This is an optimization exercise on Yosys and OpenROAD, whose aim is small area, not a production implementation. Function was checked by simulation only, so behaviour that the tests miss may differ from the original. The clock port is modelled as an ideal driver, which makes a skipped or thinned clock tree look cheaper than it is; a real chip needs a root buffer or a tree. No activity file was given, so power comes from the tool's default toggle rates.

== P ==
==> flow/design.v <==
module TopModule (
    input              clk,
    input              rst,
    input              chipSelect,
    input              read_in,
    input              write_in,
    input              A0In,
    input      [7:0]   inDataBus,
    output reg [7:0]   outDataBus,
    output reg         ioDataBus,
    input      [2:0]   cascade_in,
    output reg [2:0]   cascade_out,
    output             cascade_io,
    input              SP,
    input              interrupt_acknowledge_n,
    output reg         interrupt_to_cpu,
    input      [7:0]   interrupt_request
);
    integer i;
    reg       write_low;     
    reg       a0_q;
    reg [7:0] data_q;
    always @(posedge clk or negedge rst) begin
        if (!rst) write_low <= 1'b0;
        else      write_low <= ~chipSelect & ~write_in;
    end
    always @(posedge clk) begin
        a0_q   <= A0In;
        data_q <= inDataBus;
    end
    wire write_pulse = write_low & write_in;
    wire write_a1    = write_pulse & a0_q;
    wire write_a0    = write_pulse & ~a0_q;
    wire write_icw1  = write_a0 & data_q[4];
    wire write_ocw2  = write_a0 & ~data_q[4] & ~data_q[3];
    wire write_ocw3  = write_a0 & ~data_q[4] & data_q[3];
    reg [1:0] init_state;    
    reg       ic4;
    reg       single;
    reg       ltim;
    wire init_done  = (init_state == 2'd0);
    wire write_icw2 = write_a1 & (init_state == 2'd1);
    wire write_icw3 = write_a1 & (init_state == 2'd2);
    wire write_icw4 = write_a1 & (init_state == 2'd3);
    wire write_ocw1 = write_a1 & init_done;
    wire ocw2       = write_ocw2 & init_done;
    wire ocw3       = write_ocw3 & init_done;
    always @(posedge clk or negedge rst) begin
        if (!rst)
            init_state <= 2'd0;
        else if (write_icw1)
            init_state <= 2'd1;
        else if (write_a1) begin
            case (init_state)
                2'd1:    init_state <= ~single ? 2'd2 : (ic4 ? 2'd3 : 2'd0);
                2'd2:    init_state <= ic4 ? 2'd3 : 2'd0;
                default: init_state <= 2'd0;
            endcase
        end
    end
    always @(posedge clk) begin
        if (write_icw1) ic4 <= data_q[0];
    end
    always @(posedge clk or negedge rst) begin
        if (!rst) begin
            ltim   <= 1'b0;
            single <= 1'b0;
        end else if (write_icw1) begin
            ltim   <= data_q[3];
            single <= data_q[1];
        end
    end
    reg [7:3] vector_base;
    reg [7:0] icw3;
    reg       aeoi;
    reg [7:0] imr_n;        
    reg       auto_rotate;
    reg [1:0] rr_ris;        
    always @(posedge clk or negedge rst) begin
        if (!rst) begin
            vector_base <= 5'd0;
            icw3        <= 8'd0;
            aeoi        <= 1'b0;
            imr_n       <= 8'h00;
            auto_rotate <= 1'b0;
            rr_ris      <= 2'b00;
        end else if (write_icw1) begin
            vector_base <= 5'd0;
            icw3        <= 8'd0;
            aeoi        <= 1'b0;
            imr_n       <= 8'h00;
            auto_rotate <= 1'b0;
            rr_ris      <= 2'b00;
        end else begin
            if (write_icw2) vector_base <= data_q[7:3];
            if (write_icw3) icw3 <= data_q;
            if (write_icw4) aeoi <= data_q[1];
            if (write_ocw1) imr_n <= ~data_q;
            if (ocw2 & ~data_q[6] & ~data_q[5])
                auto_rotate <= data_q[7];
            if (ocw3) rr_ris <= {~data_q[1], data_q[0]};
        end
    end
    reg       inta_low;      
    reg       ack1, ack2;    
    reg       thawed;        
    always @(posedge clk or negedge rst) begin
        if (!rst) inta_low <= 1'b0;
        else      inta_low <= ~interrupt_acknowledge_n;
    end
    wire neg_inta = ~inta_low & ~interrupt_acknowledge_n;
    wire pos_inta = inta_low & interrupt_acknowledge_n;
    wire idle     = ~ack1 & ~ack2;
    wire go_ack1  = idle & neg_inta & ~ocw2;
    wire go_ack2  = ack1 & neg_inta;
    wire end_seq  = ack2 & pos_inta;
    wire next_idle = (idle & ~go_ack1) | end_seq;
    always @(posedge clk or negedge rst) begin
        if (!rst) begin
            ack1 <= 1'b0;
            ack2 <= 1'b0;
        end else if (write_icw1) begin
            ack1 <= 1'b0;
            ack2 <= 1'b0;
        end else begin
            ack1 <= go_ack1 | (ack1 & ~neg_inta);
            ack2 <= go_ack2 | (ack2 & ~pos_inta);
        end
    end
    always @(posedge clk or negedge rst) begin
        if (!rst) thawed <= 1'b0;
        else if (next_idle) thawed <= 1'b1;
    end
    reg  [7:0] irr;
    reg  [7:0] low_seen;
    reg  [7:0] isr;
    reg  [2:0] rotate_n;     
    wire [2:0] rotate = ~rotate_n;
    reg  [2:0] rotate_q;     
    reg  [7:0] interrupt;
    reg  [7:0] hlis;         
    wire [7:0] masked = irr & imr_n;
    wire [7:0] cand   = masked | isr;
    reg  [7:0] hi_part, grant, grant_hi, grant_all;
    reg        seen_hi, seen_all;
    always @(*) begin
        for (i = 0; i < 8; i = i + 1)
            hi_part[i] = cand[i] & (i > rotate);
        seen_hi = 1'b0; seen_all = 1'b0;
        for (i = 0; i < 8; i = i + 1) begin
            grant_hi[i]  = hi_part[i] & ~seen_hi;
            grant_all[i] = cand[i] & ~seen_all;
            seen_hi  = seen_hi | hi_part[i];
            seen_all = seen_all | cand[i];
        end
        grant     = seen_hi ? grant_hi : grant_all;
        interrupt = grant & ~isr;
    end
    reg  [7:0] h_hi, h_all;
    reg        hs_hi, hs_all;
    always @(*) begin
        hs_hi = 1'b0; hs_all = 1'b0;
        for (i = 0; i < 8; i = i + 1) begin
            h_hi[i]  = isr[i] & (i > rotate_q) & ~hs_hi;
            h_all[i] = isr[i] & ~hs_all;
            hs_hi  = hs_hi | (isr[i] & (i > rotate_q));
            hs_all = hs_all | isr[i];
        end
        hlis = hs_hi ? h_hi : h_all;
    end
    wire [2:0] hlis_level = ~{ |(hlis & 8'h0f), |(hlis & 8'h33), |(hlis & 8'h55) };
    wire [2:0] int_level  = ~{ |(interrupt & 8'h0f), |(interrupt & 8'h33), |(interrupt & 8'h55) };
    wire       int_any    = |interrupt;
    reg [7:0] eoi;
    always @(*) begin
        if (write_icw1)
            eoi = 8'hff;
        else if (aeoi & end_seq)
            eoi = hlis;
        else if (ocw2 & ~data_q[6] & data_q[5])
            eoi = hlis;
        else if (ocw2 & data_q[6] & data_q[5])
            eoi = 8'd1 << data_q[2:0];
        else
            eoi = 8'd0;
    end
    always @(posedge clk or negedge rst) begin
        if (!rst) isr <= 8'd0;
        else      isr <= (isr & ~eoi) | interrupt;
    end
    always @(posedge clk) rotate_q <= rotate;
    always @(posedge clk or negedge rst) begin
        if (!rst)
            rotate_n <= 3'b000;
        else if (write_icw1)
            rotate_n <= 3'b000;
        else if (auto_rotate & end_seq)
            rotate_n <= ~hlis_level;
        else if (ocw2 & (data_q[7:5] == 3'b101))
            rotate_n <= ~hlis_level;
    end
    wire [7:0] clear_irr = interrupt | {8{write_icw1}};
    always @(posedge clk or negedge rst) begin
        if (!rst) begin
            low_seen <= 8'd0;
            irr      <= 8'd0;
        end else begin
            low_seen <= ~clear_irr & (low_seen | ~interrupt_request);
            for (i = 0; i < 8; i = i + 1)
                if (clear_irr[i])
                    irr[i] <= 1'b0;
                else if (thawed)
                    irr[i] <= interrupt_request[i] & (ltim | low_seen[i]);
        end
    end
    always @(posedge clk or negedge rst) begin
        if (!rst)
            interrupt_to_cpu <= 1'b0;
        else if (write_icw1)
            interrupt_to_cpu <= 1'b0;
        else if (int_any)
            interrupt_to_cpu <= 1'b1;
        else if (end_seq)
            interrupt_to_cpu <= 1'b0;
    end
    reg       from_slave;
    reg [2:0] ack_level;
    reg [2:0] ack1_level;    
    always @(posedge clk or negedge rst) begin
        if (!rst)
            from_slave <= 1'b0;
        else if (write_icw1 | end_seq)
            from_slave <= 1'b0;
        else if (int_any)
            from_slave <= |(interrupt & icw3);
    end
    always @(posedge clk) begin
        if (int_any) ack_level <= int_level;
        if (ack1)    ack1_level <= int_level;
    end
    wire cascade_slave = ~single & ~SP;
    assign cascade_io  = cascade_slave;
    wire slave_match = cascade_slave & (icw3[2:0] == cascade_in);
    wire drive_vector = single | slave_match | (~cascade_slave & ~from_slave);
    always @(*) begin
        if (~cascade_slave & ~idle & from_slave)
            cascade_out = ack_level;
        else
            cascade_out = 3'b000;
    end
    wire out_vector = ~interrupt_acknowledge_n & ack2 & drive_vector;
    wire read       = ~read_in & ~chipSelect;
    always @(*) begin
        if (out_vector) begin
            ioDataBus  = 1'b0;
            outDataBus = {vector_base, cascade_slave ? ack1_level : hlis_level};
        end else if (!read) begin
            ioDataBus  = 1'b1;
            outDataBus = 8'd0;
        end else if (A0In) begin
            ioDataBus  = 1'b0;
            outDataBus = ~imr_n;
        end else if (rr_ris == 2'b00) begin
            ioDataBus  = 1'b0;
            outDataBus = irr;
        end else if (rr_ris == 2'b01) begin
            ioDataBus  = 1'b0;
            outDataBus = isr;
        end else begin
            ioDataBus  = 1'b1;
            outDataBus = 8'd0;
        end
    end
endmodule
export LEC_CHECK = 0
export CAP_MARGIN = 20
export CORE_MARGIN = 2
export CORE_UTILIZATION = 40
export SLEW_MARGIN = 20
create_clock -name core_clock -period 10.0 [get_ports {clk}]
standard.sh (not shown) runs the stock make flow with config.mk's settings and CLKGATE_MAP_FILE= SYNTH_SCRIPT=/design/flow/synth_recipe.tcl, a recipe that flattens the netlist after the stock synthesis.
==> flow/flow/run.sh <==
#!/bin/bash
# Own layout flow: the standard ORFS flow with these changes:
#  - synthesis is the standard one, but ABC maps the logic with an area-oriented
#    script (flow/area.abc) instead of ORFS's speed script; registers are untouched;
#  - port buffers use the smallest buffer cell;
#  - clock tree built from clkbuf_4 without dummy loads, then the clock buffers
#    whose sinks see a slow edge are upsized to clkbuf_8 (flow/fix_cts.tcl).
set -euo pipefail
W=$(pwd)
F=$W/flow
export MY_ABC_SCRIPT=$F/area.abc
export RES=$W/orfs/results/sky130hd/TopModule/base

# synthesis script: the standard flow's, with the abc command overridden
{ head -n 1 synth_recipe.tcl; cat "$F/abc_override.tcl"; tail -n +2 synth_recipe.tcl; } > my_synth.tcl
# config: the standard flow's, plus the extra settings
{ cat config.mk; echo; cat "$F/extra.mk"; } > my_config.mk
sed -e "s#$W/synth_recipe.tcl#$W/my_synth.tcl#g" -e "s#$W/config.mk#$W/my_config.mk#g" standard.sh > my_standard.sh

bash my_standard.sh synth > synth.log 2>&1
bash my_standard.sh cts > place_cts.log 2>&1
openroad -no_init -exit "$F/fix_cts.tcl" > fix_cts.log 2>&1
bash my_standard.sh finish > route_finish.log 2>&1
test -f out/final.def
==> flow/flow/fix_cts.tcl <==
# After CTS: upsize the clock buffers (clkbuf_4) whose sinks see a slow clock
# edge to clkbuf_8, then legalise the placement again.
read_liberty $::env(FLOW_HOME)/platforms/sky130hd/lib/sky130_fd_sc_hd__tt_025C_1v80.lib
read_db $::env(RES)/4_cts.odb
read_sdc $::env(RES)/4_cts.sdc
source $::env(FLOW_HOME)/platforms/sky130hd/setRC.tcl
set_propagated_clock [all_clocks]
estimate_parasitics -placement
set big [[ord::get_db] findMaster sky130_fd_sc_hd__clkbuf_8]
foreach inst [[ord::get_db_block] getInsts] {
  if {[[$inst getMaster] getName] ne "sky130_fd_sc_hd__clkbuf_4"} { continue }
  set net [[$inst findITerm X] getNet]
  if {$net eq "NULL"} { continue }
  set worst 0
  foreach it [$net getITerms] {
    if {[$it getIoType] eq "INPUT"} {
      set pin [get_pins [$it getName]]
      foreach e {rise fall} {
        set s [expr {[sta::time_ui_sta [get_property $pin slew_max_$e]] * 1e12}]
        if {$s > $worst} { set worst $s }
      }
    }
  }
  if {$worst > 120} {
    puts "upsize [$inst getName]: worst sink slew $worst ps"
    $inst swapMaster $big
  }
}
detailed_placement
check_placement
estimate_parasitics -placement
set worst 0
foreach pin [all_registers -clock_pins] {
  foreach e {rise fall} {
    set s [expr {[sta::time_ui_sta [get_property $pin slew_max_$e]] * 1e12}]
    if {$s > $worst} { set worst $s }
  }
}
puts "worst flip-flop clock pin slew after upsizing: $worst ps"
write_db $::env(RES)/4_cts.odb
Other scripts of this flow, unchanged in this note and not shown: flow/flow/abc_override.tcl, flow/flow/area.abc, flow/flow/extra.mk
Setup changes, P to Q
--- a/flow/flow/fix_cts.tcl
+++ b/flow/flow/fix_cts.tcl
@@ -22,5 +22,5 @@
     }
   }
-  if {$worst > 120} {
+  if {$worst > 105} {
     puts "upsize [$inst getName]: worst sink slew $worst ps"
     $inst swapMaster $big
## What came out
- Clock group power was lower in P than in Q.
- Post-layout worst setup margin, Q and P: higher on Q
- Compared with P, in Q combinational power closely matched the old numbers, clock skew dropped 0.0074 ns, core utilization now larger, sequential share of layout area shows a reduction of 0.19 points.
- Q ends up with a share of the clock period used by the worst path that is 0.18 points lower than in P.
- Final critical path time including I/O delays and setup ended up 0.018 ns lower on Q than on P.
- The via count of the first global-routing pass on Q is in line with that on P.
- Against P, the final cell area of Q is higher.

Another version of the RTL of TopModule (not shown whole).
For scale: ~380 cells after synthesis, about 82 flip-flops, roughly 0.0037 sq mm of cells after synthesis.
export LEC_CHECK = 0
export CAP_MARGIN = 5
export CORE_MARGIN = 2
export CORE_UTILIZATION = 40
export GPL_TIMING_DRIVEN = 0
export SLEW_MARGIN = 5
create_clock -name core_clock -period 10.0 [get_ports {clk}]
==> flow/flow/run.sh <==
#!/bin/bash
# Own layout flow: the standard ORFS flow with these changes:
#  - synthesis is the standard one, but ABC maps the logic with an area-oriented
#    script, tried with several seeds (flow/abc_override.tcl), instead of ORFS's
#    speed script; registers are untouched;
#  - port buffers use the smallest buffer cell;
#  - the clock tree is built by flow/clock_tree.tcl in place of ORFS's CTS step.
set -euo pipefail
W=$(pwd)
F=$W/flow
export MY_ABC_SEEDS="1 2 3 4 5 6 7 8 9 10 11 12 13 14 15 16"
export MY_ABC_TIME=15
export RES=$W/orfs/results/sky130hd/TopModule/base

# synthesis script: the standard flow's, with the abc command overridden
{ head -n 1 synth_recipe.tcl; cat "$F/abc_override.tcl"; tail -n +2 synth_recipe.tcl; } > my_synth.tcl
# config: the standard flow's, plus the extra settings
{ cat config.mk; echo; cat "$F/extra.mk"; } > my_config.mk
sed -e "s#$W/synth_recipe.tcl#$W/my_synth.tcl#g" -e "s#$W/config.mk#$W/my_config.mk#g" standard.sh > my_standard.sh

bash my_standard.sh synth > synth.log 2>&1
bash my_standard.sh place > place.log 2>&1
openroad -no_init -exit "$F/clock_tree.tcl" > clock_tree.log 2>&1
bash my_standard.sh finish > route_finish.log 2>&1
test -f out/final.def
==> flow/flow/clock_tree.tcl <==
# Clock tree built by hand in place of ORFS's CTS step: the flip-flops are
# split into groups_n groups of equal size by recursive bisection; each group
# gets a clkbuf_8 at its centre, and one clkbuf_4 root, driven by the clock
# port, drives the group buffers. Group buffers whose flip-flops still see a
# slow clock edge are then upsized to clkbuf_16.
set groups_n 5
set slew_limit_ps 122

proc split_groups {items k} {
  # Split items into k groups of near-equal size, cutting across the longer
  # side of their bounding box each time.
  if {$k == 1} { return [list $items] }
  set xs [lmap s $items {lindex $s 1}]
  set ys [lmap s $items {lindex $s 2}]
  set dx [expr {[tcl::mathfunc::max {*}$xs] - [tcl::mathfunc::min {*}$xs]}]
  set dy [expr {[tcl::mathfunc::max {*}$ys] - [tcl::mathfunc::min {*}$ys]}]
  set idx [expr {$dx >= $dy ? 1 : 2}]
  set sorted [lsort -real -index $idx $items]
  set k1 [expr {$k / 2}]
  set n1 [expr {int(round([llength $sorted] * double($k1) / $k))}]
  return [concat [split_groups [lrange $sorted 0 [expr {$n1 - 1}]] $k1] \
                 [split_groups [lrange $sorted $n1 end] [expr {$k - $k1}]]]
}

proc worst_sink_slew {net} {
  set worst 0
  foreach it [$net getITerms] {
    if {[$it getIoType] ne "INPUT"} { continue }
    set pin [get_pins [$it getName]]
    foreach e {rise fall} {
      set s [expr {[sta::time_ui_sta [get_property $pin slew_max_$e]] * 1e12}]
      if {$s > $worst} { set worst $s }
    }
  }
  return $worst
}

read_liberty $::env(FLOW_HOME)/platforms/sky130hd/lib/sky130_fd_sc_hd__tt_025C_1v80.lib
read_db $::env(RES)/3_place.odb
read_sdc $::env(RES)/3_place.sdc
source $::env(FLOW_HOME)/platforms/sky130hd/setRC.tcl

# first shrink oversized repair buffers (flow/downsize.tcl)
source [file join [file dirname [info script]] downsize.tcl]

set db [ord::get_db]
set block [ord::get_db_block]
set clknet [$block findNet clk]
set bufm [$db findMaster sky130_fd_sc_hd__clkbuf_8]
set rootm [$db findMaster sky130_fd_sc_hd__clkbuf_4]
set bigm [$db findMaster sky130_fd_sc_hd__clkbuf_16]

set sinks {}
foreach it [$clknet getITerms] {
  set bb [[$it getInst] getBBox]
  lappend sinks [list $it [expr {([$bb xMin] + [$bb xMax]) / 2.0}] [expr {([$bb yMin] + [$bb yMax]) / 2.0}]]
}
set groups [split_groups $sinks $groups_n]

set rootnet [odb::dbNet_create $block clknet_root]
$rootnet setSigType CLOCK
set leaves {}
set n 0
set lx 0.0
set ly 0.0
foreach g $groups {
  set sx 0.0
  set sy 0.0
  foreach s $g { set sx [expr {$sx + [lindex $s 1]}]; set sy [expr {$sy + [lindex $s 2]}] }
  set cx [expr {$sx / [llength $g]}]
  set cy [expr {$sy / [llength $g]}]
  set buf [odb::dbInst_create $block $bufm clkbuf_leaf_$n]
  set net [odb::dbNet_create $block clknet_leaf_$n]
  $net setSigType CLOCK
  foreach s $g {
    set it [lindex $s 0]
    $it disconnect
    $it connect $net
  }
  [$buf findITerm X] connect $net
  [$buf findITerm A] connect $rootnet
  $buf setLocation [expr {int($cx)}] [expr {int($cy)}]
  $buf setPlacementStatus PLACED
  lappend leaves $buf
  set lx [expr {$lx + $cx}]
  set ly [expr {$ly + $cy}]
  incr n
}
set root [odb::dbInst_create $block $rootm clkbuf_root]
[$root findITerm A] connect $clknet
[$root findITerm X] connect $rootnet
$root setLocation [expr {int($lx / $n)}] [expr {int($ly / $n)}]
$root setPlacementStatus PLACED
puts "clock tree: [llength $sinks] flip-flops in $n groups of [join [lmap g $groups {llength $g}] {, }]"

detailed_placement
set_propagated_clock [all_clocks]
estimate_parasitics -placement
foreach buf $leaves {
  set w [worst_sink_slew [[$buf findITerm X] getNet]]
  if {$w > $slew_limit_ps} {
    puts "upsize [$buf getName]: worst flip-flop clock slew $w ps"
    $buf swapMaster $bigm
  }
}
detailed_placement
check_placement
estimate_parasitics -placement
set worst 0
foreach pin [all_registers -clock_pins] {
  foreach e {rise fall} {
    set s [expr {[sta::time_ui_sta [get_property $pin slew_max_$e]] * 1e12}]
    if {$s > $worst} { set worst $s }
  }
}
puts "worst flip-flop clock pin slew: $worst ps"
report_clock_skew
report_worst_slack -min
report_worst_slack -max
write_db $::env(RES)/4_1_cts.odb
write_db $::env(RES)/4_cts.odb
write_sdc $::env(RES)/4_cts.sdc
Other scripts of this flow, unchanged in this note and not shown: flow/flow/abc_override.tcl, flow/flow/downsize.tcl, flow/flow/extra.mk
The starting point finished clean.
Next try:
--- a/flow/flow/clock_tree.tcl
+++ b/flow/flow/clock_tree.tcl
@@ -1,8 +1,3 @@
-# Clock tree built by hand in place of ORFS's CTS step: the flip-flops are
-# split into groups_n groups of equal size by recursive bisection; each group
-# gets a clkbuf_8 at its centre, and one clkbuf_4 root, driven by the clock
-# port, drives the group buffers. Group buffers whose flip-flops still see a
-# slow clock edge are then upsized to clkbuf_16.
-set groups_n 5
+set groups_n 4
 set slew_limit_ps 122
 
@@ -58,6 +53,10 @@
 set groups [split_groups $sinks $groups_n]
 
-set rootnet [odb::dbNet_create $block clknet_root]
-$rootnet setSigType CLOCK
+if {$groups_n > 4} {
+  set rootnet [odb::dbNet_create $block clknet_root]
+  $rootnet setSigType CLOCK
+} else {
+  set rootnet $clknet
+}
 set leaves {}
 set n 0
@@ -87,9 +86,11 @@
   incr n
 }
-set root [odb::dbInst_create $block $rootm clkbuf_root]
-[$root findITerm A] connect $clknet
-[$root findITerm X] connect $rootnet
-$root setLocation [expr {int($lx / $n)}] [expr {int($ly / $n)}]
-$root setPlacementStatus PLACED
+if {$groups_n > 4} {
+  set root [odb::dbInst_create $block $rootm clkbuf_root]
+  [$root findITerm A] connect $clknet
+  [$root findITerm X] connect $rootnet
+  $root setLocation [expr {int($lx / $n)}] [expr {int($ly / $n)}]
+  $root setPlacementStatus PLACED
+}
 puts "clock tree: [llength $sinks] flip-flops in $n groups of [join [lmap g $groups {llength $g}] {, }]"
 
--- a/flow/config.mk
+++ b/flow/config.mk
@@ -6,7 +6,7 @@
 export NUM_CORES = 4
 export LEC_CHECK = 0
-export CAP_MARGIN = 5
+export CAP_MARGIN = 10
 export CORE_MARGIN = 2
-export CORE_UTILIZATION = 40
+export CORE_UTILIZATION = 70
 export GPL_TIMING_DRIVEN = 0
-export SLEW_MARGIN = 5
+export SLEW_MARGIN = 10
Result: Design area falls slightly; via count came out higher by a few percent; register-to-register slack improves by 0.20 ns.
Next try:
--- a/flow/flow/clock_tree.tcl
+++ b/flow/flow/clock_tree.tcl
@@ -1,3 +1,8 @@
-set groups_n 4
+# Clock tree built by hand in place of ORFS's CTS step: the flip-flops are
+# split into groups_n groups of equal size by recursive bisection; each group
+# gets a clkbuf_8 at its centre, and one clkbuf_4 root, driven by the clock
+# port, drives the group buffers. Group buffers whose flip-flops still see a
+# slow clock edge are then upsized to clkbuf_16.
+set groups_n 5
 set slew_limit_ps 122
 
@@ -53,10 +58,6 @@
 set groups [split_groups $sinks $groups_n]
 
-if {$groups_n > 4} {
-  set rootnet [odb::dbNet_create $block clknet_root]
-  $rootnet setSigType CLOCK
-} else {
-  set rootnet $clknet
-}
+set rootnet [odb::dbNet_create $block clknet_root]
+$rootnet setSigType CLOCK
 set leaves {}
 set n 0
@@ -86,11 +87,9 @@
   incr n
 }
-if {$groups_n > 4} {
-  set root [odb::dbInst_create $block $rootm clkbuf_root]
-  [$root findITerm A] connect $clknet
-  [$root findITerm X] connect $rootnet
-  $root setLocation [expr {int($lx / $n)}] [expr {int($ly / $n)}]
-  $root setPlacementStatus PLACED
-}
+set root [odb::dbInst_create $block $rootm clkbuf_root]
+[$root findITerm A] connect $clknet
+[$root findITerm X] connect $rootnet
+$root setLocation [expr {int($lx / $n)}] [expr {int($ly / $n)}]
+$root setPlacementStatus PLACED
 puts "clock tree: [llength $sinks] flip-flops in $n groups of [join [lmap g $groups {llength $g}] {, }]"
 
--- a/flow/config.mk
+++ b/flow/config.mk
@@ -8,5 +8,5 @@
 export CAP_MARGIN = 10
 export CORE_MARGIN = 2
-export CORE_UTILIZATION = 70
+export CORE_UTILIZATION = 40
 export GPL_TIMING_DRIVEN = 0
 export SLEW_MARGIN = 10
What happened: Sequential cell count is unchanged. Die area rose by 70%. Worst setup slack gains 0.014 ns. Routed wire length went up by 1.4%. Total power falls by 6.7%. Utilization goes down by 34 points. Maximum frequency is about the same. Sequential power decreases by 7.1%. Final area goes up by 1.3%. Cell count is higher by 9.1%.
In every run of this note, the design's own scripts or RTL, not TritonCTS, make the clock network.

-- static timing again, ports no longer ideal --
The flow's constraints put no driver on any port. The routed layouts listed below were extracted and timed again, unchanged, in two steps. Step 1, drivers: a clkbuf_16 drives clk and a buf_2 each remaining input, both assumed. Step 2, shift: input delay + t, output delay - t, t = (earliest + latest rising clock arrival at the registers) / 2. This alone moves slack from input paths to output paths. Slacks: no drivers / after step 1 / after step 2; pairs: no drivers / after step 1.
run | t (ns) | slack for setup (ns) | hold slack, ns | cell pins on the clock port's net
P | 0.386 | 3.830 / 3.810 / 3.810 | 0.518 / 0.518 / 0.518 | 1
Q | 0.384 | 3.848 / 3.828 / 3.828 | 0.513 / 0.513 / 0.513 | 1
the first run of note 2 | 0.436 | 3.308 / 3.286 / 3.286 | 0.465 / 0.465 / 0.465 | 1
the second run of note 2 | 0.226 | 3.290 / 3.269 / 3.269 | 0.474 / 0.474 / 0.474 | 4
the third run of note 2 | 0.438 | 3.304 / 3.284 / 3.284 | 0.474 / 0.474 / 0.474 | 1
After both steps every run listed still meets setup and hold. The setup slack of the first run of note 2, which loses most, moves by -0.022 ns with the drivers and by -0.022 ns with both steps.
